This design comes from an exercise in tuning for small area, a short achievable clock period and few clock cycles per item on the open sky130 flow, not from production work. Only simulation tests tie the RTL to the original design; equivalence was not proved.

### design/flow/design.v
module sha256d_miner (
	input             clk,
	input             rst,
	input             run,
	input             wr_blk,
	input             wr_tgt,
	input             wr_nonce,
	input      [31:0] wdata,
	output reg        found,
	output reg [31:0] found_nonce
);
localparam [31:0] IV0 = 32'h6a09e667, IV1 = 32'hbb67ae85, IV2 = 32'h3c6ef372, IV3 = 32'ha54ff53a,
                  IV4 = 32'h510e527f, IV5 = 32'h9b05688c, IV6 = 32'h1f83d9ab, IV7 = 32'h5be0cd19;
localparam [31:0] CA = 32'hb97e58b5, CE = 32'h9cbf5a55;
wire [31:0] wd = {wdata[7:0], wdata[15:8], wdata[23:16], wdata[31:24]};
reg [255:0] mid;           
reg [31:0]  mrk, tim, bts;
always @(posedge clk)
	if (wr_blk) begin
		mid <= {mid[223:0], mrk};
		mrk <= tim;
		tim <= bts;
		bts <= wd;
	end
reg [263:0] q;
reg [2:0]   tcnt;
reg [31:0]  ivt;
always @(*)
	case (tcnt)
	3'd0: ivt = IV7; 3'd1: ivt = IV6; 3'd2: ivt = IV5; 3'd3: ivt = IV4;
	3'd4: ivt = IV3; 3'd5: ivt = IV2; 3'd6: ivt = IV1; default: ivt = IV0;
	endcase
reg [31:0]  wt;
reg         wt_v, run_r;
wire [32:0] tsub = {1'b0, wt} - {1'b0, ivt};
always @(posedge clk) begin
	wt <= wd;
	wt_v <= wr_tgt & ~rst;
	run_r <= run & ~rst;
	if (rst)
		tcnt <= 3'd0;
	else if (wt_v)
		tcnt <= tcnt + 3'd1;
	if (wt_v | run_r)
		q <= {q[230:0], run_r ? q[263:231] : tsub};
end
reg [5:0]  cyc;
reg [1:0]  vcnt;
reg [31:0] nonce;
reg [31:0] k1, k2;         
wire [5:0] cn = run_r ? cyc + 6'd1 : 6'd47;
(* keep *) reg st1h;
(* keep *) reg st1w;
reg st1, i_mrk, i_tim, i_bts, i_non, i_80, i_280, ins1_en;
reg ins2_en, i2_80, i2_100, h2_63, h2_0, cmp_first, cmp_last, n_inc;
reg [7:0] csel;
always @(posedge clk) begin
	cyc <= cn;
	st1 <= cn == 6'd63;
	st1h <= cn == 6'd63;
	st1w <= cn == 6'd63;
	i_mrk <= cn == 6'd47;
	i_tim <= cn == 6'd48;
	i_bts <= cn == 6'd49;
	i_non <= cn == 6'd50;
	i_80 <= cn == 6'd51;
	i_280 <= cn == 6'd62;
	ins1_en <= (cn >= 6'd47) && (cn <= 6'd62);
	ins2_en <= cn <= 6'd7;
	i2_80 <= cn == 6'd0;
	i2_100 <= cn == 6'd7;
	h2_63 <= cn == 6'd8;
	h2_0 <= cn == 6'd9;
	cmp_first <= cn == 6'd6;
	cmp_last <= cn == 6'd9;
	n_inc <= cn == 6'd50;
	csel <= (cn >= 6'd6 && cn <= 6'd13) ? (8'd1 << (cn[2:0] - 3'd6)) : 8'd0;
	k1 <= kfun(cn + 6'd1);
	k2 <= kfun(cn - 6'd8);
	if (~run_r)
		vcnt <= 2'd0;
	else if (cmp_last && vcnt != 2'd2)
		vcnt <= vcnt + 2'd1;
	if (wr_nonce)
		nonce <= wd;
	else if (run_r && n_inc)
		nonce <= nonce + 32'd2;
end
wire [31:0] ins1c = ({32{i_mrk}} & mrk) | ({32{i_tim}} & tim) | ({32{i_bts}} & bts) |
                    {i_80, 21'h0, i_280, 1'b0, i_280, 7'h0};
wire [31:0] ins2 = {i2_80, 22'h0, i2_100, 8'h0};
reg [31:0] corr;
integer j;
always @(*) begin
	corr = 32'h0;
	for (j = 0; j < 8; j = j + 1)
		corr = corr | ({32{csel[j]}} & mid[32*j +: 32]);
end
reg [31:0] ivh, ivl;
always @(*)
	case (cyc[1:0])
	2'd2: begin ivh = IV7; ivl = IV3; end    
	2'd3: begin ivh = IV6; ivl = IV2; end    
	2'd0: begin ivh = IV5; ivl = IV1; end    
	default: begin ivh = IV4; ivl = IV0; end  
	endcase
wire [32:0] th = q[230:198];
wire [32:0] tl = q[98:66];
wire [1:0] wins;
wire [31:0] a1_0, b1_0, c1_0, e1_0, f1_0, g1_0, an1_0, en1_0;
sha_core #(.ENG(1)) u1_0 (
	.clk(clk),
	.k(k1),
	.hsrc_ovr(st1h), .hsrc_v(mid[255:224]), .dsrc_v(mid[127:96]),
	.ld(st1), .ld_a(mid[31:0]), .ld_b(mid[63:32]), .ld_c(mid[95:64]),
	.ld_e(mid[159:128]), .ld_f(mid[191:160]), .ld_g(mid[223:192]),
	.ld_hkw(1'b0),
	.ins_en(ins1_en), .ins_v(ins1c | ({32{i_non}} & nonce)),
	.wl(1'b0), .wl_v(256'h0), .corr(32'h0),
	.a(a1_0), .b(b1_0), .c(c1_0), .e(e1_0), .f(f1_0), .g(g1_0), .an(an1_0), .en(en1_0)
);
wire [31:0] a2_0, b2_0, c2_0, e2_0, f2_0, g2_0, an2_0, en2_0;
sha_core #(.ENG(2)) u2_0 (
	.clk(clk),
	.k(k2),
	.hsrc_ovr(h2_63 | h2_0), .hsrc_v(h2_63 ? CA : IV6), .dsrc_v(h2_63 ? CE : IV2),
	.ld(h2_0), .ld_a(32'h0), .ld_b(IV0), .ld_c(IV1), .ld_e(32'h0), .ld_f(IV4), .ld_g(IV5),
	.ld_hkw(1'b1),
	.ins_en(ins2_en), .ins_v(ins2),
	.wl(st1w), .wl_v({g1_0, f1_0, e1_0, en1_0, c1_0, b1_0, a1_0, an1_0}), .corr(corr),
	.a(a2_0), .b(b2_0), .c(c2_0), .e(e2_0), .f(f2_0), .g(g2_0), .an(an2_0), .en(en2_0)
);
cmp_unit cu_0 (.clk(clk), .first(cmp_first), .xe(e2_0), .xa(a2_0), .ivh(ivh), .ivl(ivl),
	.th(th[31:0]), .bh(th[32]), .tl(tl[31:0]), .bl(tl[32]), .win(wins[0]));
wire [31:0] a1_1, b1_1, c1_1, e1_1, f1_1, g1_1, an1_1, en1_1;
sha_core #(.ENG(1)) u1_1 (
	.clk(clk),
	.k(k1),
	.hsrc_ovr(st1h), .hsrc_v(mid[255:224]), .dsrc_v(mid[127:96]),
	.ld(st1), .ld_a(mid[31:0]), .ld_b(mid[63:32]), .ld_c(mid[95:64]),
	.ld_e(mid[159:128]), .ld_f(mid[191:160]), .ld_g(mid[223:192]),
	.ld_hkw(1'b0),
	.ins_en(ins1_en), .ins_v(ins1c | ({32{i_non}} & (nonce + 32'd1))),
	.wl(1'b0), .wl_v(256'h0), .corr(32'h0),
	.a(a1_1), .b(b1_1), .c(c1_1), .e(e1_1), .f(f1_1), .g(g1_1), .an(an1_1), .en(en1_1)
);
wire [31:0] a2_1, b2_1, c2_1, e2_1, f2_1, g2_1, an2_1, en2_1;
sha_core #(.ENG(2)) u2_1 (
	.clk(clk),
	.k(k2),
	.hsrc_ovr(h2_63 | h2_0), .hsrc_v(h2_63 ? CA : IV6), .dsrc_v(h2_63 ? CE : IV2),
	.ld(h2_0), .ld_a(32'h0), .ld_b(IV0), .ld_c(IV1), .ld_e(32'h0), .ld_f(IV4), .ld_g(IV5),
	.ld_hkw(1'b1),
	.ins_en(ins2_en), .ins_v(ins2),
	.wl(st1w), .wl_v({g1_1, f1_1, e1_1, en1_1, c1_1, b1_1, a1_1, an1_1}), .corr(corr),
	.a(a2_1), .b(b2_1), .c(c2_1), .e(e2_1), .f(f2_1), .g(g2_1), .an(an2_1), .en(en2_1)
);
cmp_unit cu_1 (.clk(clk), .first(cmp_first), .xe(e2_1), .xa(a2_1), .ivh(ivh), .ivl(ivl),
	.th(th[31:0]), .bh(th[32]), .tl(tl[31:0]), .bl(tl[32]), .win(wins[1]));
reg [0:0] pend;
always @(posedge clk) begin
	pend <= cmp_last ? (wins[1:1] & {1{vcnt == 2'd2}}) : (pend >> 1);
	found <= run & ~rst & (cmp_last ? ((vcnt == 2'd2) & wins[0]) : pend[0]);
	found_nonce <= nonce + {26'h0, cyc} - 32'd15;
end
function [31:0] add_bk(input [31:0] x, input [31:0] y);
	reg [31:0] G, P;
	integer l, i;
	begin
		G = x & y;
		P = x ^ y;
		for (l = 0; l < 5; l = l + 1)
			for (i = (2 << l) - 1; i < 32; i = i + (2 << l)) begin
				G[i] = G[i] | (P[i] & G[i - (1 << l)]);
				P[i] = P[i] & P[i - (1 << l)];
			end
		for (l = 3; l >= 0; l = l - 1)
			for (i = (3 << l) - 1; i < 32; i = i + (2 << l)) begin
				G[i] = G[i] | (P[i] & G[i - (1 << l)]);
				P[i] = P[i] & P[i - (1 << l)];
			end
		add_bk = (x ^ y) ^ {G[30:0], 1'b0};
	end
endfunction
function lt_tree(input [31:0] x, input [31:0] t);
	reg [31:0] G, P;
	integer l, i;
	begin
		G = t & ~x;
		P = t | ~x;
		for (l = 0; l < 5; l = l + 1)
			for (i = (2 << l) - 1; i < 32; i = i + (2 << l)) begin
				G[i] = G[i] | (P[i] & G[i - (1 << l)]);
				P[i] = P[i] & P[i - (1 << l)];
			end
		lt_tree = G[31];
	end
endfunction
function cy_tree(input [31:0] x, input [31:0] c);
	reg [31:0] G, P;
	integer l, i;
	begin
		G = x & c;
		P = x | c;
		for (l = 0; l < 5; l = l + 1)
			for (i = (2 << l) - 1; i < 32; i = i + (2 << l)) begin
				G[i] = G[i] | (P[i] & G[i - (1 << l)]);
				P[i] = P[i] & P[i - (1 << l)];
			end
		cy_tree = G[31];
	end
endfunction
function [31:0] kfun(input [5:0] i);
	case (i)
	6'd0: kfun = 32'h428a2f98; 6'd1: kfun = 32'h71374491; 6'd2: kfun = 32'hb5c0fbcf; 6'd3: kfun = 32'he9b5dba5;
	6'd4: kfun = 32'h3956c25b; 6'd5: kfun = 32'h59f111f1; 6'd6: kfun = 32'h923f82a4; 6'd7: kfun = 32'hab1c5ed5;
	6'd8: kfun = 32'hd807aa98; 6'd9: kfun = 32'h12835b01; 6'd10: kfun = 32'h243185be; 6'd11: kfun = 32'h550c7dc3;
	6'd12: kfun = 32'h72be5d74; 6'd13: kfun = 32'h80deb1fe; 6'd14: kfun = 32'h9bdc06a7; 6'd15: kfun = 32'hc19bf174;
	6'd16: kfun = 32'he49b69c1; 6'd17: kfun = 32'hefbe4786; 6'd18: kfun = 32'h0fc19dc6; 6'd19: kfun = 32'h240ca1cc;
	6'd20: kfun = 32'h2de92c6f; 6'd21: kfun = 32'h4a7484aa; 6'd22: kfun = 32'h5cb0a9dc; 6'd23: kfun = 32'h76f988da;
	6'd24: kfun = 32'h983e5152; 6'd25: kfun = 32'ha831c66d; 6'd26: kfun = 32'hb00327c8; 6'd27: kfun = 32'hbf597fc7;
	6'd28: kfun = 32'hc6e00bf3; 6'd29: kfun = 32'hd5a79147; 6'd30: kfun = 32'h06ca6351; 6'd31: kfun = 32'h14292967;
	6'd32: kfun = 32'h27b70a85; 6'd33: kfun = 32'h2e1b2138; 6'd34: kfun = 32'h4d2c6dfc; 6'd35: kfun = 32'h53380d13;
	6'd36: kfun = 32'h650a7354; 6'd37: kfun = 32'h766a0abb; 6'd38: kfun = 32'h81c2c92e; 6'd39: kfun = 32'h92722c85;
	6'd40: kfun = 32'ha2bfe8a1; 6'd41: kfun = 32'ha81a664b; 6'd42: kfun = 32'hc24b8b70; 6'd43: kfun = 32'hc76c51a3;
	6'd44: kfun = 32'hd192e819; 6'd45: kfun = 32'hd6990624; 6'd46: kfun = 32'hf40e3585; 6'd47: kfun = 32'h106aa070;
	6'd48: kfun = 32'h19a4c116; 6'd49: kfun = 32'h1e376c08; 6'd50: kfun = 32'h2748774c; 6'd51: kfun = 32'h34b0bcb5;
	6'd52: kfun = 32'h391c0cb3; 6'd53: kfun = 32'h4ed8aa4a; 6'd54: kfun = 32'h5b9cca4f; 6'd55: kfun = 32'h682e6ff3;
	6'd56: kfun = 32'h748f82ee; 6'd57: kfun = 32'h78a5636f; 6'd58: kfun = 32'h84c87814; 6'd59: kfun = 32'h8cc70208;
	6'd60: kfun = 32'h90befffa; 6'd61: kfun = 32'ha4506ceb; 6'd62: kfun = 32'hbef9a3f7; default: kfun = 32'hc67178f2;
	endcase
endfunction
endmodule
module cmp_unit (
	input         clk,
	input         first,
	input  [31:0] xe, xa, ivh, ivl, th, tl,
	input         bh, bl,
	output        win
);
wire ovh = cy_tree(xe, ivh), ovl = cy_tree(xa, ivl);
wire lt_h = (ovh == bh) ? lt_tree(xe, th) : ovh, eq_h = xe == th;
wire lt_l = (ovl == bl) ? lt_tree(xa, tl) : ovl, eq_l = xa == tl;
reg  acc_lth, acc_eqh, acc_ltl, acc_eql;
wire nlt_h = first ? lt_h : (acc_lth | (acc_eqh & lt_h));
wire neq_h = (first | acc_eqh) & eq_h;
wire nlt_l = first ? lt_l : (acc_ltl | (acc_eql & lt_l));
wire neq_l = (first | acc_eql) & eq_l;
assign win = nlt_h | (neq_h & (nlt_l | neq_l));
always @(posedge clk) begin
	acc_lth <= nlt_h;
	acc_eqh <= neq_h;
	acc_ltl <= nlt_l;
	acc_eql <= neq_l;
end
function [31:0] add_bk(input [31:0] x, input [31:0] y);
	reg [31:0] G, P;
	integer l, i;
	begin
		G = x & y;
		P = x ^ y;
		for (l = 0; l < 5; l = l + 1)
			for (i = (2 << l) - 1; i < 32; i = i + (2 << l)) begin
				G[i] = G[i] | (P[i] & G[i - (1 << l)]);
				P[i] = P[i] & P[i - (1 << l)];
			end
		for (l = 3; l >= 0; l = l - 1)
			for (i = (3 << l) - 1; i < 32; i = i + (2 << l)) begin
				G[i] = G[i] | (P[i] & G[i - (1 << l)]);
				P[i] = P[i] & P[i - (1 << l)];
			end
		add_bk = (x ^ y) ^ {G[30:0], 1'b0};
	end
endfunction
function lt_tree(input [31:0] x, input [31:0] t);
	reg [31:0] G, P;
	integer l, i;
	begin
		G = t & ~x;
		P = t | ~x;
		for (l = 0; l < 5; l = l + 1)
			for (i = (2 << l) - 1; i < 32; i = i + (2 << l)) begin
				G[i] = G[i] | (P[i] & G[i - (1 << l)]);
				P[i] = P[i] & P[i - (1 << l)];
			end
		lt_tree = G[31];
	end
endfunction
function cy_tree(input [31:0] x, input [31:0] c);
	reg [31:0] G, P;
	integer l, i;
	begin
		G = x & c;
		P = x | c;
		for (l = 0; l < 5; l = l + 1)
			for (i = (2 << l) - 1; i < 32; i = i + (2 << l)) begin
				G[i] = G[i] | (P[i] & G[i - (1 << l)]);
				P[i] = P[i] & P[i - (1 << l)];
			end
		cy_tree = G[31];
	end
endfunction
endmodule
module sha_core #(parameter ENG = 1) (
	input             clk,
	input      [31:0] k,          
	input             hsrc_ovr,   
	input      [31:0] hsrc_v,
	input      [31:0] dsrc_v,
	input             ld,         
	input      [31:0] ld_a, ld_b, ld_c, ld_e, ld_f, ld_g,
	input             ld_hkw,     
	input             ins_en,     
	input      [31:0] ins_v,
	input             wl,         
	input     [255:0] wl_v,
	input      [31:0] corr,       
	output reg [31:0] a, b, c, e, f, g,
	output     [31:0] an, en
);
reg [31:0] hkw, dhkw;
reg [511:0] w;    
function [31:0] add_bk(input [31:0] x, input [31:0] y);
	reg [31:0] G, P;
	integer l, i;
	begin
		G = x & y;
		P = x ^ y;
		for (l = 0; l < 5; l = l + 1)
			for (i = (2 << l) - 1; i < 32; i = i + (2 << l)) begin
				G[i] = G[i] | (P[i] & G[i - (1 << l)]);
				P[i] = P[i] & P[i - (1 << l)];
			end
		for (l = 3; l >= 0; l = l - 1)
			for (i = (3 << l) - 1; i < 32; i = i + (2 << l)) begin
				G[i] = G[i] | (P[i] & G[i - (1 << l)]);
				P[i] = P[i] & P[i - (1 << l)];
			end
		add_bk = (x ^ y) ^ {G[30:0], 1'b0};
	end
endfunction
function [31:0] rotr(input [31:0] x, input integer n);
	rotr = (x >> n) | (x << (32 - n));
endfunction
wire [31:0] s1 = rotr(e, 6) ^ rotr(e, 11) ^ rotr(e, 25);
wire [31:0] ch = (e & f) ^ (~e & g);
wire [31:0] s0 = rotr(a, 2) ^ rotr(a, 13) ^ rotr(a, 22);
wire [31:0] mj = (a & b) ^ (a & c) ^ (b & c);
wire [31:0] p1 = hkw ^ s1 ^ ch;
wire [31:0] q1 = ((hkw & s1) | (hkw & ch) | (s1 & ch)) << 1;
wire [31:0] p2 = s0 ^ mj ^ p1;
wire [31:0] q2 = ((s0 & mj) | (s0 & p1) | (mj & p1)) << 1;
wire [31:0] p3 = q1 ^ p2 ^ q2;
wire [31:0] q3 = ((q1 & p2) | (q1 & q2) | (p2 & q2)) << 1;
assign an = p3 + q3;
reg [31:0] d;
always @(posedge clk)
	d <= ld ? dsrc_v : c;
wire [31:0] pe = (ENG == 1) ? (p1 ^ q1 ^ d) : (dhkw ^ s1 ^ ch);
wire [31:0] qe = (ENG == 1) ? (((p1 & q1) | (p1 & d) | (q1 & d)) << 1) :
                              (((dhkw & s1) | (dhkw & ch) | (s1 & ch)) << 1);
assign en = pe + qe;
always @(posedge clk)
	if (ld) begin
		a <= ld_hkw ? hkw : ld_a;
		b <= ld_b;
		c <= ld_c;
		e <= ld_hkw ? dhkw : ld_e;
		f <= ld_f;
		g <= ld_g;
	end else begin
		a <= an;
		b <= a;
		c <= b;
		e <= en;
		f <= e;
		g <= f;
	end
wire [31:0] hs = hsrc_ovr ? hsrc_v : g;
wire [31:0] ds = hsrc_ovr ? dsrc_v : c;
wire [31:0] w0 = w[31:0];
wire [31:0] ph = hs ^ k ^ w0;
wire [31:0] qh = ((hs & k) | (hs & w0) | (k & w0)) << 1;
wire [31:0] pd = ds ^ ph ^ qh;
wire [31:0] qd = ((ds & ph) | (ds & qh) | (ph & qh)) << 1;
always @(posedge clk) begin
	hkw <= ph + qh;
	dhkw <= pd + qd;
end
wire [31:0] w1 = w[63:32], w9 = w[319:288], w14 = w[479:448];
wire [31:0] g0 = rotr(w1, 7) ^ rotr(w1, 18) ^ (w1 >> 3);
wire [31:0] g1 = rotr(w14, 17) ^ rotr(w14, 19) ^ (w14 >> 10);
wire [31:0] m1 = g1 ^ w9 ^ g0;
wire [31:0] n1 = ((g1 & w9) | (g1 & g0) | (w9 & g0)) << 1;
wire [31:0] m2 = m1 ^ n1 ^ w0;
wire [31:0] n2 = ((m1 & n1) | (m1 & w0) | (n1 & w0)) << 1;
wire [31:0] wnew = ins_en ? ins_v : (m2 + n2);
wire [31:0] w2c = (ENG == 2) ? (w[95:64] + corr) : w[95:64];
always @(posedge clk) begin
	w[31:0] <= w[63:32];
	w[63:32] <= w2c;
	w[255:64] <= w[287:96];
	if (wl)
		w[511:256] <= wl_v;
	else
		w[511:256] <= {wnew, w[511:288]};
end
endmodule
### design/flow/run.sh
#!/bin/bash
# synth_recipe.tcl (not shown) runs the flow's synth.tcl, then flattens the netlist and writes it again
# the make line also repeats each setting of config.mk as NAME=value (left out here)
make -C /OpenROAD-flow-scripts/flow DESIGN_CONFIG=/design/flow/config.mk WORK_HOME=/design/flow/orfs CLKGATE_MAP_FILE= SYNTH_SCRIPT=/design/flow/synth_recipe.tcl finish
### design/flow/config.mk
export PLATFORM = sky130hd
export DESIGN_NAME = sha256d_miner
export DESIGN_NICKNAME = sha256d_miner
export VERILOG_FILES = /design/flow/design.v
export SDC_FILE = /design/flow/constraint.sdc
export NUM_CORES = 4
export LEC_CHECK = 0
export ABC_AREA = 1
export CAP_MARGIN = 20
export CORE_MARGIN = 2
export CORE_UTILIZATION = 55
export PLACE_DENSITY_LB_ADDON = 0.1
export SLEW_MARGIN = 20
### design/flow/constraint.sdc
create_clock -name core_clock -period 12.0 [get_ports {clk}]
set_input_delay 2.4000 -clock core_clock [delete_from_list [all_inputs] [get_ports {clk}]]
set_output_delay 2.4000 -clock core_clock [all_outputs]
set_load 0.01 [all_outputs]
==> notes.md, run 1 <==
Run status
The flow ran to the end, but the layout failed its checks. The checks that failed were max-capacitance violations, max-slew violations.

Global route
The initial antenna violation count came to 130. The global routing usage summed across all routing layers is 48.1%. The number of global-route vias before repair is 147,973.

The first-pass GRT wire length is 1150 mm. The total grt overflow is 0. The largest net degree at the start of global routing is 165.

Die
The initial core utilization is 55.3%. The number of rows created at floorplan is 214. The core area is ~340,000 um2. The die boundary width is 588 um.

From bottom edge to top edge, the die measures approximately 590 um. The die covers around 350,000 um2. 71 I/O pins were placed.

Detailed routing
The remaining design rule violation count is 0. After detailed routing, the average wire length per cell comes to 33.1 um. The detailed-router iteration count before antenna repair is 9. The violation count after the first detailed-route iteration is between 20,000 and 25,000.

The overall via count from detail_route is 154,450. The final layout contains routed wiring with a total length of 850 mm. The number of routed nets with antenna violations is 0.

The routed via count divided by cell count is approximately 6.0.

Timing
The setup TNS is 0 ns. Counting I/O delays and the setup requirement, the final critical path takes 5.90 ns. The number of hold-slack violations in the final timing report is 0.

Between clock sinks in the finished design, the worst skew comes to 0.122 ns. The slew at the pin with the worst max-slew slack is 1.50 ns. The worst pin sits at a relative slew slack of -1.14%. The worst path uses 49.2% of the clock period. Setup repair after global routing left no endpoint under its margin. Setup violations remaining at the end of the flow were counted as 0. The max-slew violation total from the final report is 2. For this run, the top clock speed supported by timing is 169 MHz.

Critical path
The required arrival time at the worst endpoint is 12.93 ns. The worst setup path is launched from a flop. The endpoint arrival time on the critical path is 6.84 ns.

The critical path launch point is cyc[0]. The endpoint type of the worst setup path is a flop. The endpoint identified for the worst register-to-register timing path is k1[13].

In this run the worst path has a maximum fanout of 29. For flop-to-flop paths, the worst setup slack is roughly 6.1 ns. The critical path in this run is classified as flop to flop. The startpoint of the most critical register-to-register path is cyc[0]. The count of cells along the worst register-to-register path is 18.

CTS
TritonCTS built the clock tree. The number of clock sinks is 3,893. The clock root buffer master is clkbuf_16. The clock latency at the later pin of the worst-skew pair is 1.04 ns. Gates resized during post-CTS repair numbered 0.

The clock-pin slew on the worst setup and hold paths is 0.07 ns. In this run, post-CTS hold repair placed 0 buffers. Buffers added to address setup during post-CTS repair amount to 0. The TritonCTS buffer count is 391. The H-tree was split into 5 levels. The clock passes through at most 4 buffers.

Synth
Summing every instance area after synthesis gives 188,000 um2. The mean instance size in the synthesized netlist is just over 9 um2. The warning count from the yosys run is 4.

The number of nets handed over by synthesis was 22,725. The cell count after synthesis came out at just over 20,000.

Place
The count of buffers added on input and output ports is 70. The estimated wirelength of the detail-placed design is approximately 690 mm. Routability-driven placement finished with a final weighted congestion of about 1.1.

Hold path
The startpoint identified for the worst hold timing path is u1_0.w[234]. The worst hold path endpoint is u1_0.w[202]. The number of cells on the worst hold path is 0. The worst min-delay path category is flop to flop.

Cells and area
At the end of the flow, the number of nets in the layout was 22,720. Of the cells placed in the final design, the portion with a size suffix greater than 1 is between 5 and 6%. The area growth from synthesis to layout is 10.3%.

Run
Max-cap violations in this run came to 1.
[routing by layer]
layer	global-route usage (%)	wire [um]	vias up
met5	0.670	616	-
met4	39.9	85800	64
met2	66.6	337000	11081
li1	-	-	66384
met3	18.4	116000	2841
met1	59.2	312000	74080
[flip-flops by register name (all words and copies together) (netlist names), 256 cells and up]
name and cells:
u1_0.w 512, u1_1.w 512, u2_0.w 512, u2_1.w 512
q 264, mid 256
[area by class of cell]
type,count,area [um2]
fillers,28377,133000
flip-flops and latches,3893,84400
multi-input cells,12891,88600
clock inverters,215,2790
diodes,103,258
repair buffers,250,2170
inverters,3313,12500
well taps,4536,5680
clock buffers,517,10900
[cells in the final DEF, fill, tap and decap left out, drive strengths merged, types with 69 or more instances in the layout]
master,count
xor2,808
fa,941
or2,179
clkbuf,517
dfxtp,3245
inv,3337
nand2,3382
o211ai,72
edfxtp,648
diode,103
a31oi,90
a21o,94
clkinv,125
nor3,181
o21ai,1957
o21bai,97
buf,181
clkdlybuf4s50,69
a21oi,1205
ha,1001
xnor2,607
nand4,110
nand3,659
nor2,1050
[how the worst max path moves through the flow]
stage,cells past startpoint,slack [ns],end
finish,18,6.10,k1[13]
global route,18,5.70,k1[13]
CTS,17,6.24,k1[20]
detailed placement,17,6.26,k1[20]
global placement,25,6.49,u2_0.a[26]
floorplan,4,4.87,q[0]
[worst max-delay path: stages (launching register included)]
cell,delay [ns]
dfxtp_1,0.64
inv_1,0.26
ha_1,0.35
buf_4,0.28
nor2_1,0.71
inv_1,0.57
ha_1,0.46
inv_1,0.21
ha_1,0.16
buf_4,0.34
clkinv_1,0.42
buf_4,0.35
nor2_1,0.23
inv_1,0.23
nand2_1,0.13
nand2_1,0.08
nand2_1,0.10
o21ai_0,0.09
a32oi_1,0.22
[through the flow]
stage	utilization (%)	cell area [um2]	hold slack, ns	setup WS [ns]	instances
2_1_floorplan	-	188000	0.310	4.87	20745
3_3_place_gp	56.8	193000	0.310	6.49	24878
3_5_place_dp	56.9	193000	0.312	6.26	24881
4_1_cts	60.9	207000	0.280	6.24	25613
5_1_grt	60.9	207000	0.298	5.70	25634
6_report	61.0	207000	0.298	6.10	25718
Testbench counts, summed over its fixed seeds: cycles 60,844, items 1,790.
==> run 2: changes to the inputs <==
--- a/design/flow/design.v
+++ b/design/flow/design.v
@@ -49,15 +49,17 @@
 reg [31:0] nonce;
 reg [31:0] k1, k2;         
+reg [5:0]  ka1, ka2;       
 wire [5:0] cn = run_r ? cyc + 6'd1 : 6'd47;
-(* keep *) reg st1h;
-(* keep *) reg st1w;
+reg st1h, st1w;    
 reg st1, i_mrk, i_tim, i_bts, i_non, i_80, i_280, ins1_en;
 reg ins2_en, i2_80, i2_100, h2_63, h2_0, cmp_first, cmp_last, n_inc;
-reg [7:0] csel;
+reg [31:0] corr;    
+wire [2:0] cj_n = cn[2:0] - 3'd6;
+integer j;
 always @(posedge clk) begin
 	cyc <= cn;
 	st1 <= cn == 6'd63;
-	st1h <= cn == 6'd63;
-	st1w <= cn == 6'd63;
+	st1h <= i_280 & run_r;
+	st1w <= i_280;
 	i_mrk <= cn == 6'd47;
 	i_tim <= cn == 6'd48;
@@ -75,7 +77,12 @@
 	cmp_last <= cn == 6'd9;
 	n_inc <= cn == 6'd50;
-	csel <= (cn >= 6'd6 && cn <= 6'd13) ? (8'd1 << (cn[2:0] - 3'd6)) : 8'd0;
-	k1 <= kfun(cn + 6'd1);
-	k2 <= kfun(cn - 6'd8);
+	corr <= 32'h0;
+	for (j = 0; j < 8; j = j + 1)
+		if (cn >= 6'd6 && cn <= 6'd13 && cj_n == j)
+			corr <= mid[32*j +: 32];
+	ka1 <= cn + 6'd2;
+	ka2 <= cn - 6'd7;
+	k1 <= kfun(ka1);
+	k2 <= kfun(ka2);
 	if (~run_r)
 		vcnt <= 2'd0;
@@ -90,11 +97,4 @@
                     {i_80, 21'h0, i_280, 1'b0, i_280, 7'h0};
 wire [31:0] ins2 = {i2_80, 22'h0, i2_100, 8'h0};
-reg [31:0] corr;
-integer j;
-always @(*) begin
-	corr = 32'h0;
-	for (j = 0; j < 8; j = j + 1)
-		corr = corr | ({32{csel[j]}} & mid[32*j +: 32]);
-end
 reg [31:0] ivh, ivl;
 always @(*)
@@ -349,9 +349,5 @@
 wire [31:0] p1 = hkw ^ s1 ^ ch;
 wire [31:0] q1 = ((hkw & s1) | (hkw & ch) | (s1 & ch)) << 1;
-wire [31:0] p2 = s0 ^ mj ^ p1;
-wire [31:0] q2 = ((s0 & mj) | (s0 & p1) | (mj & p1)) << 1;
-wire [31:0] p3 = q1 ^ p2 ^ q2;
-wire [31:0] q3 = ((q1 & p2) | (q1 & q2) | (p2 & q2)) << 1;
-assign an = p3 + q3;
+assign an = hkw + s1 + ch + s0 + mj;
 reg [31:0] d;
 always @(posedge clk)
--- a/design/flow/config.mk
+++ b/design/flow/config.mk
@@ -7,7 +7,7 @@
 export LEC_CHECK = 0
 export ABC_AREA = 1
-export CAP_MARGIN = 20
+export CAP_MARGIN = 40
 export CORE_MARGIN = 2
-export CORE_UTILIZATION = 55
-export PLACE_DENSITY_LB_ADDON = 0.1
-export SLEW_MARGIN = 20
+export CORE_UTILIZATION = 45
+export SETUP_SLACK_MARGIN = 5
+export SLEW_MARGIN = 40
==> notes.md, run 2 <==
Critical path
The endpoint arrival time on the critical path is 7.39 ns. Walking the worst path, the cells encountered are inv_1 -> ha_1 -> inv_1 -> nand2_1 -> ha_1 -> inv_1 -> o21ai_1 -> o21a_4 -> nand2_8 -> nor3_4 -> buf_4 -> inv_1 -> buf_4 -> o21ai_0 -> inv_1 -> nand2_1 -> nand2_1. Data on the critical path is required at its endpoint by approximately 13 ns. The worst setup path is of the flop to flop kind.

Among cell families on the critical path, the largest total delay comes from buffers and inverters. The worst setup path is captured at a flop. The startpoint kind of the worst setup timing path is a flop. The largest stage delay on the critical path is about 0.92 ns. The worst register-to-register path begins at ka1[0].

The largest individual stage delay along the critical path comes from the cell ha_1. The worst reg-to-reg setup slack is 5.46 ns. Along the worst path, the maximum fanout reaches 33. For the worst flop-to-flop path, the logic depth is 17. The number of buffers and inverters on the critical path is 7. In this run the critical register-to-register path is captured at corr[23]. The dominant cell type by count on the critical path is inv_1.

Synth
The synthesized design spends more area on one cell type than any other, namely dfxtp_1. In the synthesized netlist, the cells that appear most often are inv_1 (3,545), nand2_1 (3,315), dfxtp_1 (3,282). The fraction of the mapped netlist area in simple logic gates is 12.4%.

The post-synthesis cell type count is 76. The warning count from the yosys run is 4. The post-synthesis xor/xnor area fraction is between 6 and 7%. The most frequent cell after synthesis is inv_1.

The top cell type's share of synthesized area is about 34%. The share of synthesized area spent on multiplexers is 0%. After technology mapping, the gate count stands at 21,271. In the synthesized netlist the dominant register cell turns out to be dfxtp_1. Summing the areas of all compound-gate instances in the mapped netlist gives roughly 11% of the synthesized area. The number of enable-type register cells in the synthesized netlist is approximately 650. The post-synthesis sequential area ratio is 44.5%. After synthesis, the largest family of logic cells by area is adder cells. Counting flops and latches in the post-synthesis netlist gives approximately 3,900. Yosys attributes the largest share of cell area to dfxtp_1 (34%), fa_1 (10%), edfxtp_1 (10%). In the synthesized netlist the async set-or-reset flop fraction comes to 0%. The adder and majority gate portion of the synthesized area is 17.1%. Summing every instance area after synthesis gives 191,000 um2.

The number of nets in the synthesized netlist is 23,321. The mean instance size in the synthesized netlist is between 8 and 9 um2.

Global route
The number of global-route vias before repair is approximately 150k. The largest net degree at the start of global routing is 158. Global routing used approximately 43% of the available tracks across all layers.

The initial antenna violation count is 159. Summed over all layers, the global routing overflow is 0. The first global-routing pass estimated 1250 mm of wire.

Timing
The worst slew margin relative to its limit is 32.0%. Setup repair after global routing left no endpoint under its margin. The final cycle utilization of the critical path is between 50% and 60%. The max-slew violation total from the final report is 0.

The clock arrives with 0.115 ns of skew. The highest achievable clock rate is 153 MHz. The number of hold-slack violations in the final timing report was 0. Adding up every negative setup slack in the final design gives 0 ns. Setup violations remaining at the end of the flow were counted as 0.

At the pin with the least slew margin, the transition time is 1.01 ns. The final hold slack is 0.291 ns. The clock period minus worst slack is 6.54 ns.

Detailed routing
After the first detailed-routing iteration, the DRC count stood at 21,118. Wires add up to around 940 mm. The first detailed-routing pass took 9 iterations. The routed via count divided by cell count is 5.65. The overall via count from detail_route is 155,293.

After detailed routing, the average wire length per cell comes to 34.1 um. In the routed design, unresolved DRC markers number 0. The number of routed nets with antenna violations is 0.

Hold path
The startpoint identified for the worst hold timing path is u2_0.w[124]. Along the worst hold path, the cell count comes to 0. The worst hold path belongs to the class flop to flop. The worst hold path terminates at u2_0.w[92].

Die
In this run the count of I/O pins placed on the die edge is between 70 and 80. Row generation in the floorplan step produced 239 rows. Once the floorplan was initialized, standard cells occupied a little under half of the core.

The die boundary width is about 660 um. The overall die area is 431,000 um2. The core area is between 400,000 and 500,000 um2.

The overall die height is 656 um.

Run status
The run finished with no timing, DRC or antenna violations.

CTS
The H-tree was split into 5 levels. Clock-pin slew was measured on the worst setup and hold paths at 0.06 ns. For the worst-skew pair, the clock arrives at the later sink with an insertion delay of 1.07 ns.

The maximum buffer depth of the clock tree is 4. Buffers added to address setup during post-CTS repair amount to 0. Gates resized during post-CTS repair numbered 0. The number of hold buffers added after CTS was 0.

The clock drives 3,930 sinks. TritonCTS created between 400 and 500 clock buffers. TritonCTS built the clock tree. The clock root buffer master is clkbuf_16.

Cells and area
The number of inserted filler cells in the final layout is about 40,000. Registers take 85,200 um2. The final core utilization is 50.5%. The area taken by multi-input logic gates is 90,700 um2. The share of layout cells above drive strength 1 is 5.61%. The number of nets in the layout is about 23,000. The library cells used most frequently in the layout, excluding fill and tap cells, are inv_1 (3,535), nand2_1 (3,314), dfxtp_1 (3,235), o21ai_0 (1,752), a21oi_1 (1,319). The area growth from synthesis to layout is 11.7%. The commonest non-fill, non-tap cell in the layout is inv_1.

With fillers left out, the area of the finished cells amounts to 214,000 um2.

Place
In this run the cell area measured after placement is 199,000 um2. The routability-driven placement congestion ratio is ~1.1. The estimated wirelength of the detail-placed design is 781 mm. Input and output buffers added on the ports amount to 70.

Run
The number of max-capacitance violations reported is 0.
==> run 2: worst max-delay path by stage <==
stage / startpoint / to / slack (ns) / cells after the start
global route: ka1[0] / corr[23] / 5.30 / 17
CTS: ka1[0] / corr[23] / 5.12 / 17
floorplan: u2_0.a[3] / u2_0.a[31] / 7.38 / 25
detailed placement: ka1[0] / corr[23] / 5.28 / 17
finish: ka1[0] / corr[23] / 5.46 / 17
global placement: ka1[0] / corr[22] / 5.36 / 17
==> run 2: final cells by class <==
cell class / count / area share [%]
Inverter: 3562 / 6.26
Tap cell: 5663 / 3.31
Clock buffer: 584 / 5.61
Clock inverter: 194 / 1.11
Sequential cell: 3930 / 39.9
Multi-Input combinational cell: 13081 / 42.4
Timing Repair Buffer: 281 / 1.18
Antenna cell: 198 / 0.232
==> run 2: worst register-to-register path, cell delays in order, from the launching register on <==
cell     delay, ns
dfxtp_2       0.66
inv_1         0.43
ha_1          0.92
inv_1         0.65
nand2_1       0.40
ha_1          0.25
inv_1         0.09
o21ai_1       0.17
o21a_4        0.50
nand2_8       0.16
nor3_4        0.14
buf_4         0.53
inv_1         0.62
buf_4         0.45
o21ai_0       0.14
inv_1         0.07
nand2_1       0.07
nand2_1       0.06
==> run 2: cell families (layout without fill, tap and decap cells) <==
family,Yosys count,in the layout
and+or+nand+nor,5734,5734
other,0,198
buffers and inverters,4260,4621
DFF,3930,3930
AOI/OAI and AO/OA,3911,3911
adders and majority gates,2012,2012
xor gates and xnor gates,1424,1424
==> run 2: stage by stage <==
stage	setup slack (ns)	std cells
global placement	5.36	26507
detailed placement	5.28	26511
global route	5.30	27443
floorplan	7.38	21271
finish	5.46	27493
CTS	5.12	27289
==> run 2: layer usage <==
metal / part of all wire (%) / up-vias / track usage (%)
met2: 41 / 8975 / 61.3
li1: - / 68012 / -
met5: 0.017 / - / 0
met3: 11 / 2012 / 11.0
met4: 8.7 / 22 / 30.8
met1: 40 / 76272 / 55.1
Testbench counts of run 2, summed over its fixed seeds: cycles 60,844, items 1,790.
==> run 3: changes to the inputs <==
--- a/design/flow/design.v
+++ b/design/flow/design.v
@@ -55,5 +55,6 @@
 reg ins2_en, i2_80, i2_100, h2_63, h2_0, cmp_first, cmp_last, n_inc;
 reg [31:0] corr;    
-wire [2:0] cj_n = cn[2:0] - 3'd6;
+wire [2:0] cj_n = cn[2:0] - 3'd5;    
+reg  [7:0] csel;                        
 integer j;
 always @(posedge clk) begin
@@ -77,7 +78,8 @@
 	cmp_last <= cn == 6'd9;
 	n_inc <= cn == 6'd50;
+	csel <= (cn >= 6'd5 && cn <= 6'd12) ? (8'd1 << cj_n) : 8'd0;
 	corr <= 32'h0;
 	for (j = 0; j < 8; j = j + 1)
-		if (cn >= 6'd6 && cn <= 6'd13 && cj_n == j)
+		if (csel[j])
 			corr <= mid[32*j +: 32];
 	ka1 <= cn + 6'd2;
--- a/design/flow/config.mk
+++ b/design/flow/config.mk
@@ -9,5 +9,5 @@
 export CAP_MARGIN = 40
 export CORE_MARGIN = 2
-export CORE_UTILIZATION = 45
+export CORE_UTILIZATION = 50
 export SETUP_SLACK_MARGIN = 5
 export SLEW_MARGIN = 40
==> notes.md, run 3 <==
CTS
The quantity of gates resized following cts is 0. In this run the deepest clock path goes through 4 buffers. TritonCTS created 401 clock buffers. TritonCTS built the clock tree. The H-tree was split into 5 levels. Buffers inserted to repair hold after CTS numbered 0.

After clock tree synthesis, the clock-pin slew on the worst setup and hold paths is about 0.060 ns. At the later pin of the worst-skew pair, clock insertion delay measures 1.04 ns. The number of clock sinks is a little under 4,000. The tree is rooted in a clkbuf_16. The number of setup buffers added after CTS is 0.

Hold path
The worst hold path belongs to the class flop to flop.

Detailed routing
Using the TritonRoute via totals, the vias-per-cell ratio works out to 5.71. After the first detailed-routing iteration, the DRC count stood at approximately 21,000. The average wire length per cell after detail routing is about 32 um.

The detailed router placed 151,054 vias in this run. After detailed routing, the total wire length is 835 mm. In this run the remaining antenna-violating nets after routing total 0. The detailed-router iteration count before antenna repair is 8. The remaining design rule violation count is 0.

Place
Once detailed placement completed, the half-perimeter wirelength came to 686 mm. The routability-driven placement congestion ratio is between 1 and 1.5. The number of cells after detailed placement is about 26,000. Summing all placed instances gives a cell area of 197,000 um2.

Before CTS, the worst setup slack after placement is 6.03 ns. The count of buffers added on input and output ports is 70.

Synth
The post-synthesis cell type count is 82. The cell area after synthesis is 191,000 um2. Counting flops and latches in the post-synthesis netlist gives 3,938. inv_1 is the most common cell in the netlist. The post-synthesis async set-or-reset flop share is 0%.

Counting flops with a built-in enable in the synthesized netlist gives 648. The synthesized design spends more area on one cell type than any other, namely dfxtp_1. Of the synthesized area, sequential elements account for between 40 and 50%. The most used flip-flop cell after synthesis is dfxtp_1. The share of synthesized area in the top cell type comes to between 30% and 40%.

Yosys printed 4 warnings. By count the netlist is led by inv_1 (3,395), dfxtp_1 (3,290), nand2_1 (3,269). After technology mapping, the gate count stands at 21,007. The mean instance size in the synthesized netlist is approximately 9 um2. By area the synthesized netlist is led by dfxtp_1 (35%), fa_1 (10%), edfxtp_1 (10%).

The post-synth net total is roughly 23,000.

Cells and area
In the layout the commonest cells are inv_1 (3,389), nand2_1 (3,268), dfxtp_1 (3,258), o21ai_0 (1,721), a21oi_1 (1,373). The area taken by multi-input logic gates is 90,300 um2. The final layout contains 23,037 nets. The area growth from synthesis to layout is 10.7%.

Leaving out fill and tap cells, the most frequent cell in the layout is inv_1. The register area is 85,400 um2. The finished layout cell area is between 200,000 and 250,000 um2. The number of non-filler instances in the completed layout is 26,455. The post-route netlist has 5.44% of its cells at a drive strength greater than 1. The number of inserted filler cells in the final layout is 34,615.

Timing
In this run the tightest slew margin relative to its limit is roughly 29%. The max-slew violation total from the final report came to 0. Setup repair after global routing left no endpoint under its margin. Setup violations remaining at the end of the flow were counted as 0. The least setup slack across all paths after layout is 5.77 ns. The worst setup skew after layout is 0.0925 ns. After routing, the total negative slack on setup checks comes to 0 ns. The slew at the pin with the worst max-slew slack is roughly 1.1 ns. The final cycle utilization of the critical path is 51.9%.

The clock period minus worst slack is 6.23 ns. The number of hold-slack violations in the final timing report came to 0. For this run, the top clock speed supported by timing is 161 MHz.

Die
The floorplan step defined a core boundary enclosing 379,000 um2. The die boundary width is 622 um. The overall die area is 387,000 um2. The number of I/O pins is 71. The die is just over 600 um tall. The number of rows created at floorplan is 226. The initial core utilization is 50.3%.

Critical path
The endpoint type of the worst setup path is a flop. The startpoint kind of the worst setup timing path is a flop. Of all nets on the critical path, the largest fanout is 5.

At the worst endpoint, the arrival time is 7.16 ns. By startpoint and endpoint, the worst setup path is classified as flop to flop. At the worst endpoint, the required time is 12.93 ns.

Global route
Global routing used 42.1% of the available tracks. The largest net degree at the start of global routing is between 150 and 200. The number of global-route vias before repair came to 140,696. The first global-routing pass estimated 1130 mm of wire.

The total grt overflow is 0. The initial antenna violation count is 154.

Run
Max-cap violations in this run came to 0.

Run status
The flow ran to the end and the layout has no timing, DRC or antenna violations.
## run 3: cell count changes in the layout (fill, tap and decap cells not counted), moves of 31 or more
cell     previous run  this run
a21oi_1          1319      1373
diode_2           198       115
inv_1            3535      3389
nand2_1          3314      3268
nand3_1           747       590
nand4_1           129        67
o21a_1             66        33
o21ai_0          1752      1721
o21ai_1           133       196
or2_2             153       114
## run 3: cell families after synthesis
family	Yosys count	synth area share, %
buffers and inverters	4127	8.16
DFF	3938	44.7
adders and majority gates	2019	17.2
xor gates and xnor gates	1454	6.67
and+or+nand+nor	5419	11.6
AOI/OAI and AO/OA	4050	11.7
## run 3: path summary, 6_finish.rpt
path / startpoint / end / slack, ns / depth (start not counted)
setup / recovery: u1_0.a[2] / u2_0.w[275] / 5.77 / 22
hold / removal: u2_1.w[204] / u2_1.w[172] / 0.29 / 0
hold reg to reg: u2_1.w[204] / u2_1.w[172] / 0.29 / 0
setup reg to reg: u1_0.a[2] / u2_0.w[275] / 5.77 / 22
## run 3: critical path, cell delays in order, from the launching register on
cell and delay (ns):
dfxtp_1 0.71, xnor2_1 0.20, xor2_1 0.61, fa_1 0.30, inv_1 0.07, fa_1 0.54, inv_1 0.05, fa_1 0.42
inv_1 0.06, ha_1 0.25, inv_1 0.10, fa_1 0.48, o21ai_1 0.27, nand2_1 0.12, nand3_1 0.22, nand2_1 0.08
nand2_1 0.15, a21oi_1 0.16, o21ai_1 0.28, a21oi_1 0.13, xnor2_1 0.69, nand2_1 0.17, nand2_1 0.10
## run 3: cell type report
class	count	share of cell area, %
Tap cell	5016	2.97
Clock inverter	186	1.00
Antenna cell	115	0.136
Inverter	3427	6.10
Sequential cell	3938	40.4
Timing Repair Buffer	270	1.14
Multi-Input combinational cell	12942	42.8
Clock buffer	561	5.47
## run 3: metal layers
metal	wire length, um	vias to the layer above	part of all wire (%)	GRT usage, %
met5	494	-	0.059	0
met4	65900	78	7.9	27.3
met3	101000	1989	12	14.1
met2	340000	8891	41	60.1
met1	328000	73031	39	54.5
li1	-	67065	-	-
## run 3: per-stage QoR
| stage | utilization, % | hold WS, ns |
|---|---|---|
| finish | 55.7 | 0.294 |
| global route | 55.6 | 0.296 |
| CTS | 55.5 | 0.287 |
| detailed placement | 51.9 | 0.312 |
| global placement | 51.8 | 0.309 |
| floorplan | - | 0.310 |
Testbench counts of run 3, summed over its fixed seeds: cycles 60,844, items 1,790.
==> run 4: changes to the inputs <==
--- a/design/flow/config.mk
+++ b/design/flow/config.mk
@@ -9,5 +9,5 @@
 export CAP_MARGIN = 40
 export CORE_MARGIN = 2
-export CORE_UTILIZATION = 50
+export CORE_UTILIZATION = 58
 export SETUP_SLACK_MARGIN = 5
 export SLEW_MARGIN = 40
==> notes.md, run 4 <==
Synth
The cell area that synthesis handed to floorplanning was 191,000 um2. Sorting the synthesized cells by area gives the leading types as dfxtp_1 (35%), fa_1 (10%), edfxtp_1 (10%). For this run, the register share of the synthesized area comes to 44.7%.

In this run, synthesis produced a sequential element count of 3,938. The instance count of the mapped netlist is 21,007. The number of nets handed over by synthesis was roughly 23,000.

The post-synthesis cell type count is about 80. The top cell type's share of synthesized area is between 30% and 40%. In this run, synthesis inferred approximately 650 flip-flops with an integrated enable. The most frequent cell after synthesis is inv_1. In the synthesized netlist, the cells that appear most often are inv_1 (3,395), dfxtp_1 (3,290), nand2_1 (3,269). The most used flip-flop cell after synthesis is dfxtp_1. After synthesis, the share of flip-flops with an asynchronous set or reset is 0%. Each instance of the synthesized netlist takes up on average 9.08 um2. The Yosys step of the flow raised 4 warnings. dfxtp_1 takes more of the synthesized area than any other cell.

CTS
The TritonCTS buffer count is 389. In this run the clock root is driven by a clkbuf_16. The TritonCTS clock tree is built. The number of H-tree branching levels is 5. In this run the deepest clock path goes through 4 buffers. Clock-pin slew was measured on the worst setup and hold paths at 0.07 ns.

The quantity of gates resized following cts is 0. Buffers added to address setup during post-CTS repair amount to 0. The clock latency at the later pin of the worst-skew pair is between 1 and 1.5 ns.

The hold buffer count at CTS is 0. CTS saw slightly below 4,000 sinks.

Critical path
The largest individual stage delay along the critical path comes from the cell dfxtp_1. The signal on the critical path passes through xnor2_1 -> xor2_1 -> inv_1 -> fa_1 -> fa_1 -> inv_1 -> fa_1 -> inv_1 -> ha_1 -> inv_1 -> fa_1 -> o21ai_1 -> nand2_1 -> nand3_1 -> nand2_1 -> nand2_2 -> a21oi_1 -> o21ai_1 -> a21oi_1 -> xnor2_1 -> nand2_1 -> nand2_1. In this design, the largest share of critical-path delay is due to adder cells. The count of cells along the worst register-to-register path is 22.

Together, buffers and inverters on the worst path number 4. The worst setup path is captured at a flop. STA classifies the critical path startpoint as a flop.

The endpoint arrival time on the critical path is 6.81 ns. In this run the critical register-to-register path is launched from u1_1.a[3]. The critical path in this run is classified as flop to flop. In this design, the stage delay of the slowest critical-path cell is 0.67 ns.

In this run the critical register-to-register path is captured at u1_1.a[19]. Tracing the worst setup path back leads to its startpoint at u1_1.a[3]. The worst reg-to-reg setup slack is roughly 6.1 ns.

STA puts the critical path data required time at 12.89 ns. The top fanout value on the critical path is 5.

Timing
Dividing the final minimum period by the clock period gives 49.3%. The highest achievable clock rate is between 150 and 200 MHz. The setup TNS is 0 ns. The clock arrives with 0.107 ns of skew.

The worst slew margin relative to its limit is around a fifth. The max-slew violation total from the final report is 0. The slew at the pin with the worst max-slew slack is around 1.2 ns. The number of hold-slack violations in the final timing report is 0. The clock period minus worst slack is 5.91 ns. Setup repair after global routing left no endpoint under its margin. The final-report setup violation count is 0.

Die
From bottom edge to top edge, the die measures 578 um. The die boundary width is between 500 and 600 um. The overall die area is approximately 330,000 um2.

The number of I/O pins is 71. Row generation in the floorplan step produced 210 rows. The initial core utilization is 58.3%. After floorplanning, the core was sized to cover 327,000 um2.

Detailed routing
The detailed router finished its first iteration with 23,710 violations. The average wire length per cell after detail routing is 32.5 um. For this block, the routed nets add up to 836 mm of wire.

In the routed design, unresolved DRC markers number 0. The routed via count divided by cell count is 6.06. The number of routed nets with antenna violations is 0. The routed layout has 156,064 vias. The first TritonRoute pass finished after 10 iterations.

Hold path
The path with the worst hold slack has its endpoint at u1_1.w[142]. The number of cells on the worst hold path is 0. The min-delay analysis places its worst path in the category flop to flop. The hold path startpoint is u1_1.w[174].

Place
The total of buffers placed on input and output ports is 70. After detailed placement, the design holds a cell count of 24,894. Detailed placement finished with a half-perimeter wire length of 673 mm.

The routability-driven placement congestion ratio is 1.14.

Run status
The flow ran to the end and the layout has no timing, DRC or antenna violations.

Cells and area
The share of layout cells above drive strength 1 is between 5 and 6%. The area growth from synthesis to layout is 10.0%. The number of inserted filler cells in the final layout is between 20,000 and 30,000.

The final core utilization is approximately 64%. Leaving out fill and tap cells, the most frequent cells in the layout are inv_1 (3,390), nand2_1 (3,268), dfxtp_1 (3,257), o21ai_0 (1,741), a21oi_1 (1,370). Leaving out fill and tap cells, the most frequent cell in the layout is inv_1. The net count of the finished layout is 23,001.

The number of non-filler instances in the completed layout is 25,752.

Global route
The number of global-route vias before repair is 146,128. For this run the aggregate overflow at the end of global routing stands at 0. The largest net degree at the start of global routing is between 150 and 200.

The first global-routing pass estimated 1130 mm of wire. Global routing consumed, over all layers together, about half of the routing resources. The initial antenna violation count came to 131.

Run
The number of max-capacitance violations reported is 0.
run 4: cell counts after synthesis:
No cell type changed its count.
run 4: final cells by class:
| type | count | area [um2] | area share, % |
|---|---|---|---|
| inverters | 3427 | 12900 | 6.14 |
| repair buffers | 246 | 2190 | 1.04 |
| multi-input cells | 12942 | 90300 | 43.0 |
| clock inverters | 208 | 2420 | 1.15 |
| flip-flops and latches | 3938 | 85400 | 40.7 |
| clock buffers | 516 | 10900 | 5.21 |
| well taps | 4346 | 5440 | 2.59 |
| diodes | 129 | 323 | 0.154 |
run 4: worst max-delay path by stage:
stage,depth (start not counted),slack [ns],end
after global routing,22,5.98,u2_1.w[275]
after CTS,22,6.28,u1_1.a[19]
final,22,6.09,u1_1.a[19]
after floorplan,4,7.39,q[0]
after global placement,22,6.14,u2_1.w[275]
after detailed placement,22,6.29,u2_1.w[275]
run 4: cell families (layout without fill, tap and decap cells):
logic type | count (synthesis) | after routing | synth area share, %
compound gates | 4050 | 4050 | 11.7
xor+xnor | 1454 | 1454 | 6.67
fa+ha+maj | 2019 | 2019 | 17.2
buf+inv | 4127 | 4397 | 8.16
flops | 3938 | 3938 | 44.7
other cells | 0 | 129 | 0
simple gates | 5419 | 5419 | 11.6
run 4: through the flow:
| stage | cell area (um2) | worst slack [ns] | hold WS [ns] |
|---|---|---|---|
| 2_1_floorplan | 191000 | 7.39 | 0.310 |
| 3_3_place_gp | 196000 | 6.14 | 0.309 |
| 3_5_place_dp | 196000 | 6.29 | 0.312 |
| 4_1_cts | 209000 | 6.28 | 0.270 |
| 5_1_grt | 210000 | 5.98 | 0.250 |
| 6_report | 210000 | 6.09 | 0.270 |
run 4: worst reg2reg max path, cell delays in order (launching register included):
cell and delay (ns):
dfxtp_1 0.67, xnor2_1 0.22, xor2_1 0.41, inv_1 0.13
fa_1 0.52, fa_1 0.51, inv_1 0.05, fa_1 0.42
inv_1 0.06, ha_1 0.17, inv_1 0.07, fa_1 0.46
o21ai_1 0.26, nand2_1 0.09, nand3_1 0.31, nand2_1 0.13
nand2_2 0.15, a21oi_1 0.17, o21ai_1 0.39, a21oi_1 0.16
xnor2_1 0.31, nand2_1 0.09, nand2_1 0.08
run 4: layer usage:
metal  global-route usage, %  wire (um)  vias up
li1                        -          -    67028
met1                    60.9     304000    74631
met2                    67.6     330000    11517
met3                    21.1     124000     2818
met4                    36.3      75900       70
met5                   0.596       1030        -
==> run 5: changes to the inputs <==
--- a/design/flow/design.v
+++ b/design/flow/design.v
@@ -94,5 +94,5 @@
 		nonce <= wd;
 	else if (run_r && n_inc)
-		nonce <= nonce + 32'd2;
+		nonce <= nonce + 32'd3;
 end
 wire [31:0] ins1c = ({32{i_mrk}} & mrk) | ({32{i_tim}} & tim) | ({32{i_bts}} & bts) |
@@ -109,5 +109,5 @@
 wire [32:0] th = q[230:198];
 wire [32:0] tl = q[98:66];
-wire [1:0] wins;
+wire [2:0] wins;
 wire [31:0] a1_0, b1_0, c1_0, e1_0, f1_0, g1_0, an1_0, en1_0;
 sha_core #(.ENG(1)) u1_0 (
@@ -160,9 +160,34 @@
 cmp_unit cu_1 (.clk(clk), .first(cmp_first), .xe(e2_1), .xa(a2_1), .ivh(ivh), .ivl(ivl),
 	.th(th[31:0]), .bh(th[32]), .tl(tl[31:0]), .bl(tl[32]), .win(wins[1]));
-reg [0:0] pend;
+wire [31:0] a1_2, b1_2, c1_2, e1_2, f1_2, g1_2, an1_2, en1_2;
+sha_core #(.ENG(1)) u1_2 (
+	.clk(clk),
+	.k(k1),
+	.hsrc_ovr(st1h), .hsrc_v(mid[255:224]), .dsrc_v(mid[127:96]),
+	.ld(st1), .ld_a(mid[31:0]), .ld_b(mid[63:32]), .ld_c(mid[95:64]),
+	.ld_e(mid[159:128]), .ld_f(mid[191:160]), .ld_g(mid[223:192]),
+	.ld_hkw(1'b0),
+	.ins_en(ins1_en), .ins_v(ins1c | ({32{i_non}} & (nonce + 32'd2))),
+	.wl(1'b0), .wl_v(256'h0), .corr(32'h0),
+	.a(a1_2), .b(b1_2), .c(c1_2), .e(e1_2), .f(f1_2), .g(g1_2), .an(an1_2), .en(en1_2)
+);
+wire [31:0] a2_2, b2_2, c2_2, e2_2, f2_2, g2_2, an2_2, en2_2;
+sha_core #(.ENG(2)) u2_2 (
+	.clk(clk),
+	.k(k2),
+	.hsrc_ovr(h2_63 | h2_0), .hsrc_v(h2_63 ? CA : IV6), .dsrc_v(h2_63 ? CE : IV2),
+	.ld(h2_0), .ld_a(32'h0), .ld_b(IV0), .ld_c(IV1), .ld_e(32'h0), .ld_f(IV4), .ld_g(IV5),
+	.ld_hkw(1'b1),
+	.ins_en(ins2_en), .ins_v(ins2),
+	.wl(st1w), .wl_v({g1_2, f1_2, e1_2, en1_2, c1_2, b1_2, a1_2, an1_2}), .corr(corr),
+	.a(a2_2), .b(b2_2), .c(c2_2), .e(e2_2), .f(f2_2), .g(g2_2), .an(an2_2), .en(en2_2)
+);
+cmp_unit cu_2 (.clk(clk), .first(cmp_first), .xe(e2_2), .xa(a2_2), .ivh(ivh), .ivl(ivl),
+	.th(th[31:0]), .bh(th[32]), .tl(tl[31:0]), .bl(tl[32]), .win(wins[2]));
+reg [1:0] pend;
 always @(posedge clk) begin
-	pend <= cmp_last ? (wins[1:1] & {1{vcnt == 2'd2}}) : (pend >> 1);
+	pend <= cmp_last ? (wins[2:1] & {2{vcnt == 2'd2}}) : (pend >> 1);
 	found <= run & ~rst & (cmp_last ? ((vcnt == 2'd2) & wins[0]) : pend[0]);
-	found_nonce <= nonce + {26'h0, cyc} - 32'd15;
+	found_nonce <= nonce + {26'h0, cyc} - 32'd18;
 end
 function [31:0] add_bk(input [31:0] x, input [31:0] y);
--- a/design/flow/config.mk
+++ b/design/flow/config.mk
@@ -9,5 +9,5 @@
 export CAP_MARGIN = 40
 export CORE_MARGIN = 2
-export CORE_UTILIZATION = 58
+export CORE_UTILIZATION = 45
 export SETUP_SLACK_MARGIN = 5
 export SLEW_MARGIN = 40
==> notes.md, run 5 <==
Global route
The initial antenna violation count is roughly 200. The number of global-route vias before repair came to 200,837. The total grt overflow is 0. Entering global routing, the biggest net connects 195 pins. The first-pass GRT wire length is 1670 mm. In the global route stage, overall resource usage came out at 40.4%.

Timing
The number of hold-slack violations in the final timing report is 0. The max-slew violation total from the final report is 0. For the pin with the worst max-slew slack, the measured transition is 1.02 ns. Setup repair after global routing left no endpoint under its margin. The clock period could shrink to ~6.3 ns. Clock skew on the completed layout was measured at 0.0908 ns. Adding up every negative setup slack in the final design gives 0 ns. The final cycle utilization of the critical path is between 50% and 60%.

The least setup slack across all paths after layout is 5.67 ns. Setup violations remaining at the end of the flow were counted as 0. The worst slew margin relative to its limit is 31.8%. The highest achievable clock rate is 158 MHz.

CTS
TritonCTS built the clock tree. CTS saw 5,479 sinks. Clock-pin slew was measured on the worst setup and hold paths at about 0.070 ns. The maximum buffer depth of the clock tree is 4. The TritonCTS buffer count is 593.

The H-tree generated during clock tree synthesis spans 6 levels. Hold repair after CTS inserted 0 buffers. The clock root buffer master is clkbuf_16. After clock tree synthesis, the setup repair step added 0 buffers.

Clock latency on the worst-skew pair, taken at its later pin, is 1.18 ns. After clock tree synthesis, the repair step resized 0 gates.

Synth
The most frequent cell after synthesis is inv_1. For this run, the number of Yosys warnings is 4. The cell area after synthesis is 268,000 um2. The commonest cells after synthesis are inv_1 (4,909), dfxtp_1 (4,831), nand2_1 (4,556). The post-synthesis cell type count is 80. The top cell type by area accounts for 36.1% of the synthesized area. The number of register bits inferred by synthesis is approximately 5,500. The most used flip-flop cell after synthesis is dfxtp_1.

In the synthesized netlist the async set-or-reset flop fraction comes to 0%. In this run, synthesis inferred 648 flip-flops with an integrated enable. The mean instance size in the synthesized netlist is 8.99 um2. Sorting the synthesized cells by area gives the leading types as dfxtp_1 (36%), fa_1 (11%), edfxtp_1 (7.3%).

The post-synth net total is 32,775. The cell type with the largest total area after synthesis is dfxtp_1. The post-synthesis sequential area ratio is 43.4%. Synthesis handed over a netlist of ~30,000 instances.

Place
The placed cell area is 278,000 um2. Counting tap cells, the placed design contains a total of 37,055 instances. The estimated wirelength of the detail-placed design is a little over 1000 mm. The total of buffers placed on input and output ports is 70. The routability-driven placement congestion ratio is around 1.1. Before CTS, the worst setup slack after placement is between 5 and 6 ns.

Cells and area
The finished cells cover 299,000 um2. The final core utilization is 50.3%. At the end of the flow, the number of nets in the layout was 32,812. The commonest non-fill, non-tap cell in the layout is inv_1.

In the layout the commonest cells are inv_1 (4,879), dfxtp_1 (4,789), nand2_1 (4,553), o21ai_0 (2,551), a21oi_1 (2,016). Relative to the synthesized area, the layout overhead comes to 11.6%. The number of inserted filler cells in the final layout is around 56,000. The count of cells in the finished layout, fillers not included, comes to between 30,000 and 40,000.

The share of layout cells above drive strength 1 is 6.06%.

Detailed routing
The remaining design rule violation count is 0. The number of routed nets with antenna violations is 0. The violation count after the first detailed-route iteration is about 27,000.

In the final routed layout, each cell accounts on average for 32.6 um. The overall routed net length is between 1000 and 1500 mm. Before antenna repair, the detailed router went through 10 iterations. The detailed router placed 213,871 vias in this run. Using the TritonRoute via totals, the vias-per-cell ratio works out to 5.58.

Die
The overall die area is 601,000 um2. The number of I/O pins is 71. The floorplan has 283 rows. In this run the standard cell core region covers around 600,000 um2.

Measured along the x axis, the die boundary spans between 700 and 800 um. The overall die height is 775 um. Once the floorplan was initialized, standard cells occupied 45.1% of the core.

Critical path
For the worst setup path, the data arrival time is 7.36 ns. The startpoint kind of the worst setup timing path is a flop. For the worst setup path, the data required time is between 10 and 15 ns. The critical path is of the flop to flop type.

For the worst flop-to-flop path, the logic depth is 21. The endpoint type of the worst setup path is a flop. The top fanout value on the critical path is 63.

Run status
The run finished with no timing, DRC or antenna violations.

Hold path
The worst min-delay path category is flop to flop. The worst hold path was traced through 0 stages.

Run
Max-cap violations in this run came to 0.
run 5: cell types whose count changed in the layout (fill, tap and decap cells not counted), sizes merged, moves of 163 or more:
cell	previous run	this run
clkbuf	517	810
xor2	808	1200
nand2	3276	4562
o21ai	1963	2772
a21oi	1386	2029
nand3	591	850
inv	3449	4973
buf	176	339
dfxtp	3290	4831
nor2	1086	1432
ha	1021	1458
fa	998	1496
xnor2	646	918
run 5: worst paths after layout:
| kind | startpoint | to | slack (ns) |
|---|---|---|---|
| max reg2reg | h2_63 | u2_0.dhkw[31] | 5.67 |
| min reg2reg | u1_0.w[72] | u1_0.w[40] | 0.29 |
| max | h2_63 | u2_0.dhkw[31] | 5.67 |
| min | u1_0.w[72] | u1_0.w[40] | 0.29 |
run 5: through the flow:
stage	hold WS (ns)
after floorplan	0.310
after global placement	0.310
after detailed placement	0.312
after CTS	0.284
after global routing	0.293
final	0.286
run 5: per-layer routing:
metal	routed length [um]	part of all wire, %	GRT usage (%)	vias to the layer above
li1	-	-	-	94911
met1	486000	39	51.6	103965
met2	504000	40	57.3	12025
met3	136000	11	11.6	2882
met4	123000	9.8	31.9	88
met5	587	0.047	0	-
run 5: worst max-delay path, cell delays in order, from the launching register on:
cell	delay, ns
dfxtp_2	0.48
buf_4	0.35
nor2_1	0.40
clkinv_2	0.62
buf_12	0.46
nor2_1	0.21
fa_1	0.21
inv_1	0.08
fa_1	0.55
ha_1	0.19
inv_1	0.07
fa_1	0.45
o21ai_0	0.54
a21boi_1	0.27
o21ai_2	0.31
nand3_1	0.11
nand3_1	0.21
nand3_1	0.12
nand2_1	0.15
nand3b_1	0.10
nand2_1	0.10
xnor2_1	0.14
run 5: cell families after synthesis:
kind of cell,Yosys count,share of synthesized area (%)
buffers and inverters,5912,8.33
DFF,5479,43.4
xor gates and xnor gates,2118,6.93
adders and majority gates,2957,18.0
AOI/OAI and AO/OA,5690,11.6
and+or+nand+nor,7627,11.8
run 5: layout make-up:
type | count | area (um2) | area share, %
multi-input combinational | 18392 | 130000 | 43.4
inverter | 4943 | 18600 | 6.22
timing repair buffer | 411 | 3520 | 1.18
tap | 7837 | 9810 | 3.28
clock inverter | 267 | 3640 | 1.22
sequential | 5479 | 116000 | 38.9
antenna | 198 | 495 | 0.166
clock buffer | 808 | 16800 | 5.61
Testbench counts of run 5, summed over its fixed seeds: cycles 41,972, items 1,790.

afterwards: timing with drivers on the ports:
The results above use ideal ports. As a check the final layouts listed here were re-extracted and re-timed, cells and wires unchanged.
Step 1, drivers: a clkbuf_16 drives clk and a buf_2 each remaining input, both assumed.
Step 2 moves the port delays by t, midway between the first and last clock arrival at a register: inputs arrive t later, outputs are due t later. That takes back most of the time a late clock gives input paths.
Three values: ideal, step 1, step 2; two values: the first two.
run	t, ns	setup slack, ns	hold slack, ns	worst data-port slew with drivers (ns)	pins driven straight from the clock port
run 1	1.127	6.098 / 6.098 / 6.098	0.298 / 0.298 / 0.298	0.07	1
run 2	1.137	5.465 / 5.465 / 5.465	0.291 / 0.291 / 0.291	0.27	1
run 3	1.114	5.773 / 5.773 / 5.773	0.294 / 0.294 / 0.294	0.06	1
run 4	1.116	6.089 / 6.089 / 6.089	0.270 / 0.270 / 0.270	0.07	1
run 5	1.261	5.669 / 5.669 / 5.669	0.286 / 0.286 / 0.286	0.08	1
